This design comes from an exercise in tuning for small area and a short achievable clock period on the open sky130 flow, not from production work.
Where RTL was checked, it was by simulation tests only, not by an equivalence proof against the original.
The clock input has no modelled driver; a real chip could not lean on it and would need a root buffer or a full tree.
Power and IR drop assume default switching activity.

## v1
// Division
module Division(
	input         clock,
	input         start,
	input  [31:0] a,
	input  [31:0] b,
	output reg [31:0] q,
	output reg [31:0] r
);
Settings: LEC_CHECK=0, CAP_MARGIN=20, CORE_MARGIN=2, CORE_UTILIZATION=60, PLACE_DENSITY=0.75, SETUP_SLACK_MARGIN=3.8, SLEW_MARGIN=20, SYNTH_HIERARCHICAL=1, SYNTH_MINIMUM_KEEP_SIZE=0; clock period 6.0 ns.
standard.sh (not shown) runs the stock make flow with config.mk's settings and CLKGATE_MAP_FILE= SYNTH_SCRIPT=/design/flow/synth_recipe.tcl, a recipe that flattens the netlist after the stock synthesis.
==> flow/flow/run.sh <==
#!/bin/bash
# Standard ORFS layout (the standard.sh) with these changes:
#  - the port buffers are the smallest buffer (buf_1) instead of the one buffer_ports picks;
#  - the full-adder extraction step in synthesis is skipped, so ABC maps the adder logic itself;
#  - ABC sizes cells for a 1 fF load instead of 5 fF (smaller cells; the placer's repair sizes up).
# Each tool's output goes to the logs under orfs/logs; make's output goes to standard.log.
export BUFFER_PORTS_ARGS="-buffer_cell sky130_fd_sc_hd__buf_1"
export ADDER_MAP_FILE=
bash standard.sh ABC_LOAD_IN_FF=1 finish > standard.log 2>&1
v1: no failed stages, no open violations at the end
> inputs changed (v1 -> v22)
Settings: PLACE_DENSITY changed from 0.75 to 0.6; CORE_UTILIZATION changed from 60 to 40.
## What came out
Number of gates given a new drive strength after cts down 7.9% in v22 wrt v1. Between v22 and v1, the difference in clock latency of the later-clocked register in the worst-skew pair is negligible. For the global-route usage, v22 came in 8.9 points lower than v1 did. Taking v1 as the reference point, the relative contribution of the clock network to total power of v22 rises by 4.3 points. Layout overhead on the synthesized area in v22 vs v1: up 1.6 points. Compared v1 against v22; setup clock skew after layout within noise. v22 leaves more setup margin than v1. Number of antenna violations at the first check in global routing across v22 and v1: no real change. v22 against v1; internal power component is up by a few percent.
### v22 -> v50
Settings: a change of SETUP_SLACK_MARGIN from 3.8 to 3.9; an added CTS_CLUSTER_SIZE of 60; an added CTS_CLUSTER_DIAMETER of 150.
### Flow results
- Between v22 and v50, the cell count went up.
- In v50 relative to v22, routed wire length had gone up by a few percent.
- Comparing v22 against v50, there is no change at all in synthesized area.
- The post-route total power on v22 is in line with that on v50.
- Synthesized area divided by synthesized cell count of v22 is on par with v50.
- Worst setup path endpoint: q[29] -> v50, r[17] -> v22
- Any difference in clock network latency to the later pin of the worst-skew pair between v50 and v22 is small enough to ignore.
- Higher share of the clock period used by the worst path after layout goes to v22 over v50.
- Looking at v22 and v50, the pin slew with the least headroom to its limit is a wash.
- Post-route standard cell area excluding fillers: v22 and v50 compared, higher one is v50
- In v50, clock share of power is lower than in v22.
### v50 -> v28
Settings: CTS_CLUSTER_SIZE: 60 -> unset; SETUP_SLACK_MARGIN: 3.9 -> 3.8; CTS_CLUSTER_DIAMETER: 150 -> unset; CTS_BUF_LIST: unset -> sky130_fd_sc_hd__clkbuf_8.
==> summary.txt <==
No stage failed in v28, and the final checks on the layout all came back clean.
v28 vs v50: total chip power down by more than 10%
Run comparison: v28 capturing instance or port of the critical path r[24]; v50 capturing instance or port of the critical path q[29]
v28 against v50: via count fell 73, final non-filler cell area saw a decrease.
Note that the net switching power recorded for v50 amounts to 1.06 times the value seen in v28.


Another version of the RTL of Division (not shown whole).
For scale: roughly 510 cells after synthesis, roughly 100 flip-flops, roughly 130 I/O pins.
## Division
module Division(
	input         clock,
	input         start,
	input  [31:0] a,
	input  [31:0] b,
	output reg [31:0] q,
	output reg [31:0] r
);
==> flow/config.mk <==
export PLATFORM = sky130hd
export DESIGN_NAME = Division
export DESIGN_NICKNAME = Division
export VERILOG_FILES = /design/flow/design.v
export SDC_FILE = /design/flow/constraint.sdc
export NUM_CORES = 4
export LEC_CHECK = 0
export CAP_MARGIN = 20
export CORE_MARGIN = 2
export CORE_UTILIZATION = 40
export PLACE_DENSITY = 0.6
export SETUP_SLACK_MARGIN = 3.8
export SLEW_MARGIN = 20
export SYNTH_HIERARCHICAL = 1
export SYNTH_MINIMUM_KEEP_SIZE = 0
==> flow/constraint.sdc <==
create_clock -name core_clock -period 6.0 [get_ports {clock}]
set_input_delay 1.2000 -clock core_clock [delete_from_list [all_inputs] [get_ports {clock}]]
set_output_delay 1.2000 -clock core_clock [all_outputs]
set_load 0.01 [all_outputs]
Scripts as last shown in full above: flow/flow/run.sh
Then changed:
Settings changed: SETUP_SLACK_MARGIN 3.8 to 4.2.
=>
- The changed run produced a clean layout
- setup slack got worse by 27 ps
- total power went up by a few percent
- first-iteration DRC count went up by roughly a tenth
- fmax went down slightly
- synthesized cell count is unchanged
- cell area went up by about a fifth


Another version of the RTL of Division (not shown whole).
For scale: ~510 cells after synthesis, ~130 I/O pins, roughly 4700 sq um of cells after synthesis.
export LEC_CHECK = 0
export CAP_MARGIN = 20
export CORE_MARGIN = 2
export CORE_UTILIZATION = 40
export PLACE_DENSITY = 0.6
export SETUP_SLACK_MARGIN = 4.0
export SLEW_MARGIN = 20
export SYNTH_HIERARCHICAL = 1
export SYNTH_MINIMUM_KEEP_SIZE = 0
create_clock -name core_clock -period 6.0 [get_ports {clock}]
==> flow/flow/run.sh <==
#!/bin/bash
# Standard ORFS layout (the standard.sh) with these changes:
#  - the port buffers are the smallest buffer (buf_1) instead of the one buffer_ports picks;
#  - the full-adder extraction step in synthesis is skipped, so ABC maps the adder logic itself;
#  - ABC sizes cells for a 1 fF load instead of 5 fF (smaller cells; the placer's repair sizes up);
#  - the clock tree is one level of four clkbuf_16 (flow/clock_buffers.tcl, via the
#    PRE_CTS_TCL hook) instead of TritonCTS's two levels.
# Each tool's output goes to the logs under orfs/logs; make's output goes to standard.log.
export BUFFER_PORTS_ARGS="-buffer_cell sky130_fd_sc_hd__buf_1"
export ADDER_MAP_FILE=
export PRE_CTS_TCL="$PWD/flow/pre_cts.tcl"
bash standard.sh ABC_LOAD_IN_FF=1 finish > standard.log 2>&1
Other scripts of this flow, unchanged in this note and not shown: flow/flow/clock_buffers.tcl, flow/flow/pre_cts.tcl
Rerun with:
- PLACE_DENSITY: 0.6 -> 0.7
- SETUP_SLACK_MARGIN: 4.0 -> 3.9
- die area does not change
- first-iteration DRC count goes up by 23%
- design area goes down by 5.0%
- area after synthesis is unchanged
- routed wire length shrinks by 4.5%
Rerun with:
- PLACE_DENSITY: 0.7 -> 0.6
- TNS_END_PERCENT: unset -> 10
=>
- flip-flop and latch count does not change
- critical path depth went up by 8
- setup slack gets worse by 0.029 ns
- register-to-register slack gets worse by 0.04 ns
- wire length went up by 1.8%
- synthesized area is unchanged
- via count went down by 1.7%
- design area went up by 1.6%
- total power went up by 0.55%
Rerun with:
- SETUP_SLACK_MARGIN: 3.9 -> 3.85
- TNS_END_PERCENT: 10 -> unset
The new run completed with no timing, DRC or antenna violations; power barely changes; synthesized area stays the same; hold slack barely changes; register-to-register slack hardly moves.
Rerun with:
- SETUP_SLACK_MARGIN: 3.85 -> 3.95
Result:
- hold slack gets worse by 0.0030 ns
- wire length went up by 3.7%
- fmax went up by about 1.5%
- total power went up by 0.77%
- design area went up by about 4%
Rerun with:
- CORE_UTILIZATION: 40 -> 50
- SETUP_SLACK_MARGIN: 3.95 -> 3.9
What happened: The changed run passed the timing, design-rule and antenna checks. Via count is lower by 3.7%. Core utilization is higher by 9.2 points. Combinational power is lower by about 10%. Design area is lower by 6.3%. Setup slack improved by 0.0072 ns. Clock skew stays flat. Final cell count is lower by 5.2%. Routed wire length is lower by 11%. Critical path depth is higher by 1. Total power is lower by 2.3%.
In every run of this note, the design's own scripts or RTL, not TritonCTS, make the clock network.


Another version of the RTL of Division (not shown whole).
Size in the first run: roughly 100 flip-flops, roughly 130 I/O pins, roughly 5300 µm² of cells after synthesis.
// Division
module Division(
	input         clock,
	input         start,
	input  [31:0] a,
	input  [31:0] b,
	output reg [31:0] q,
	output reg [31:0] r
);
export LEC_CHECK = 0
export CAP_MARGIN = 20
export CORE_MARGIN = 2
export CORE_UTILIZATION = 40
export PLACE_DENSITY = 0.6
export SLEW_MARGIN = 20
create_clock -name core_clock -period 6.0 [get_ports {clock}]
==> flow/flow/run.sh <==
#!/bin/bash
# Standard ORFS layout (the standard.sh) with two changes:
#  - the port buffers are the smallest buffer (buf_1) instead of the one buffer_ports picks;
#  - the full-adder extraction step in synthesis is skipped, so ABC maps the adder logic itself.
# Each tool's output goes to the logs under orfs/logs; make's output goes to standard.log.
export BUFFER_PORTS_ARGS="-buffer_cell sky130_fd_sc_hd__buf_1"
export ADDER_MAP_FILE=
bash standard.sh > standard.log 2>&1
The starting point finished with timing, DRC and antenna clean.
Next try:
SETUP_SLACK_MARGIN = 3.6   (was not set)
=> Global-route usage came out higher by 3.5 points. Count of clock-buffer cells in the layout is higher by 1. Clock power came out lower by a few percent. Sequential power rose slightly. Register-to-register slack is better by 550 ps. Area after synthesis is unchanged. Total power goes up by roughly a tenth. Synthesized cell count stays the same. Critical path depth is lower by 1.
Function was not checked in any run of this note: the RTL went through the layout flow alone.


job 102:
Division, a different RTL version from the one above (not shown whole).
Size: ~130 I/O pins.
Settings: LEC_CHECK=0, CAP_MARGIN=20, CORE_MARGIN=2, CORE_UTILIZATION=40, CTS_BUF_LIST=sky130_fd_sc_hd__clkbuf_8, PLACE_DENSITY=0.6, SETUP_SLACK_MARGIN=3.5, SLEW_MARGIN=20, SYNTH_HIERARCHICAL=1, SYNTH_MINIMUM_KEEP_SIZE=0; clock period 6.0 ns.
==> flow/flow/run.sh <==
#!/bin/bash
# Standard ORFS layout (the standard.sh) with these changes:
#  - the port buffers are the smallest buffer (buf_1) instead of the one buffer_ports picks;
#  - the full-adder extraction step in synthesis is skipped, so ABC maps the adder logic itself;
#  - ABC sizes cells for a 1 fF load instead of 5 fF (smaller cells; the placer's repair sizes up).
# Each tool's output goes to the logs under orfs/logs; make's output goes to standard.log.
export BUFFER_PORTS_ARGS="-buffer_cell sky130_fd_sc_hd__buf_1"
export ADDER_MAP_FILE=
bash standard.sh ABC_LOAD_IN_FF=1 finish > standard.log 2>&1
Job 102 has completed all stages; timing, DRC and antenna checks passed.
## Diff of input files: job 103 against job 102
- changing SETUP_SLACK_MARGIN from 3.5 to 3.8
## What came out
- Job 103 ends up with lower power than job 102 does.
- Between job 102 and job 103, combinational power is lower for job 102, job 103 comes in above that.
- Summary of the comparison: power per cell area is lower in job 103, relative to job 102.
- Relative to job 102, clock group share of total power decreased by 1.9 points in job 103.
- Job 102 has a lower placed wire-length estimate after detailed placement than job 103.
- Job 103 reports its worst setup path endpoint as r[12] while job 102 reports q[24].
- Non-filler instance count after layout (higher): job 103
- Delay of the slowest cell on the worst path: job 103 lower than job 102
- When the final numbers for job 102 and job 103 were put side by side, the fraction of area in non-clock buffers turned out to be smaller in job 102.
- Compared with job 102, job 103 has extra setup slack.
- In the tables for job 102 and job 103, met2 demand-to-capacity share in global routing reads higher with job 103.
No run of this note included a check of the RTL's function; only the layout flow was run.

-- port drivers added, routing unchanged --
No port has a modelled driver above. Below, the same layouts with a new extraction and two added sets of constraints. Step 1 assumes that a clkbuf_16 drives the clock port and a buf_2 every other input. Step 2 adds t to the input delays and takes it off the output delays; t is the mean of the earliest and latest rising clock arrival at the registers after step 1. Input paths then give back, and output paths get back, about the clock's delay inside the block. Slacks: no drivers / after step 1 / after step 2; pairs: no drivers / after step 1.
| run | t, ns | slack for setup (ns) | worst setup path at the end | worst slew at a driven data input, ns |
|---|---|---|---|---|
| v1 | 0.395 | 3.827 / 3.790 / 3.498 | input to register | 0.05 |
| v22 | 0.387 | 3.856 / 3.818 / 3.629 | input to register | 0.06 |
| v50 | 0.386 | 3.923 / 3.885 / 3.600 | input to register | 0.06 |
| v28 | 0.407 | 3.844 / 3.810 / 3.518 | input to register | 0.05 |
| the first run of note 2 | 0.394 | 3.746 / 3.738 / 3.523 | input to register | 0.06 |
| the second run of note 2 | 0.395 | 3.719 / 3.676 / 3.633 | input to register | 0.14 |
| the first run of note 3 | 0.241 | 3.943 / 3.908 / 3.943 | register to register | 0.05 |
| the second run of note 3 | 0.238 | 3.954 / 3.876 / 3.974 | register to register | 0.07 |
| the third run of note 3 | 0.240 | 3.926 / 3.871 / 3.925 | register to register | 0.04 |
| the fourth run of note 3 | 0.242 | 3.921 / 3.877 / 3.920 | register to register | 0.05 |
| the fifth run of note 3 | 0.241 | 3.951 / 3.891 / 3.951 | register to register | 0.05 |
| the sixth run of note 3 | 0.238 | 3.958 / 3.888 / 3.958 | register to register | 0.05 |
| the first run of note 4 | 0.400 | 2.374 / 2.374 / 2.374 | register to register | 0.04 |
| the second run of note 4 | 0.389 | 2.923 / 2.923 / 2.923 | register to register | 0.04 |
| job 102 | 0.405 | 3.662 / 3.672 / 3.267 | input to register | 0.05 |
| job 103 | 0.407 | 3.824 / 3.792 / 3.455 | input to register | 0.06 |
After both steps setup and hold are still met in every run listed. For job 102, which loses most, drivers alone change the setup slack by +0.010 ns; drivers and shift together by -0.395 ns.
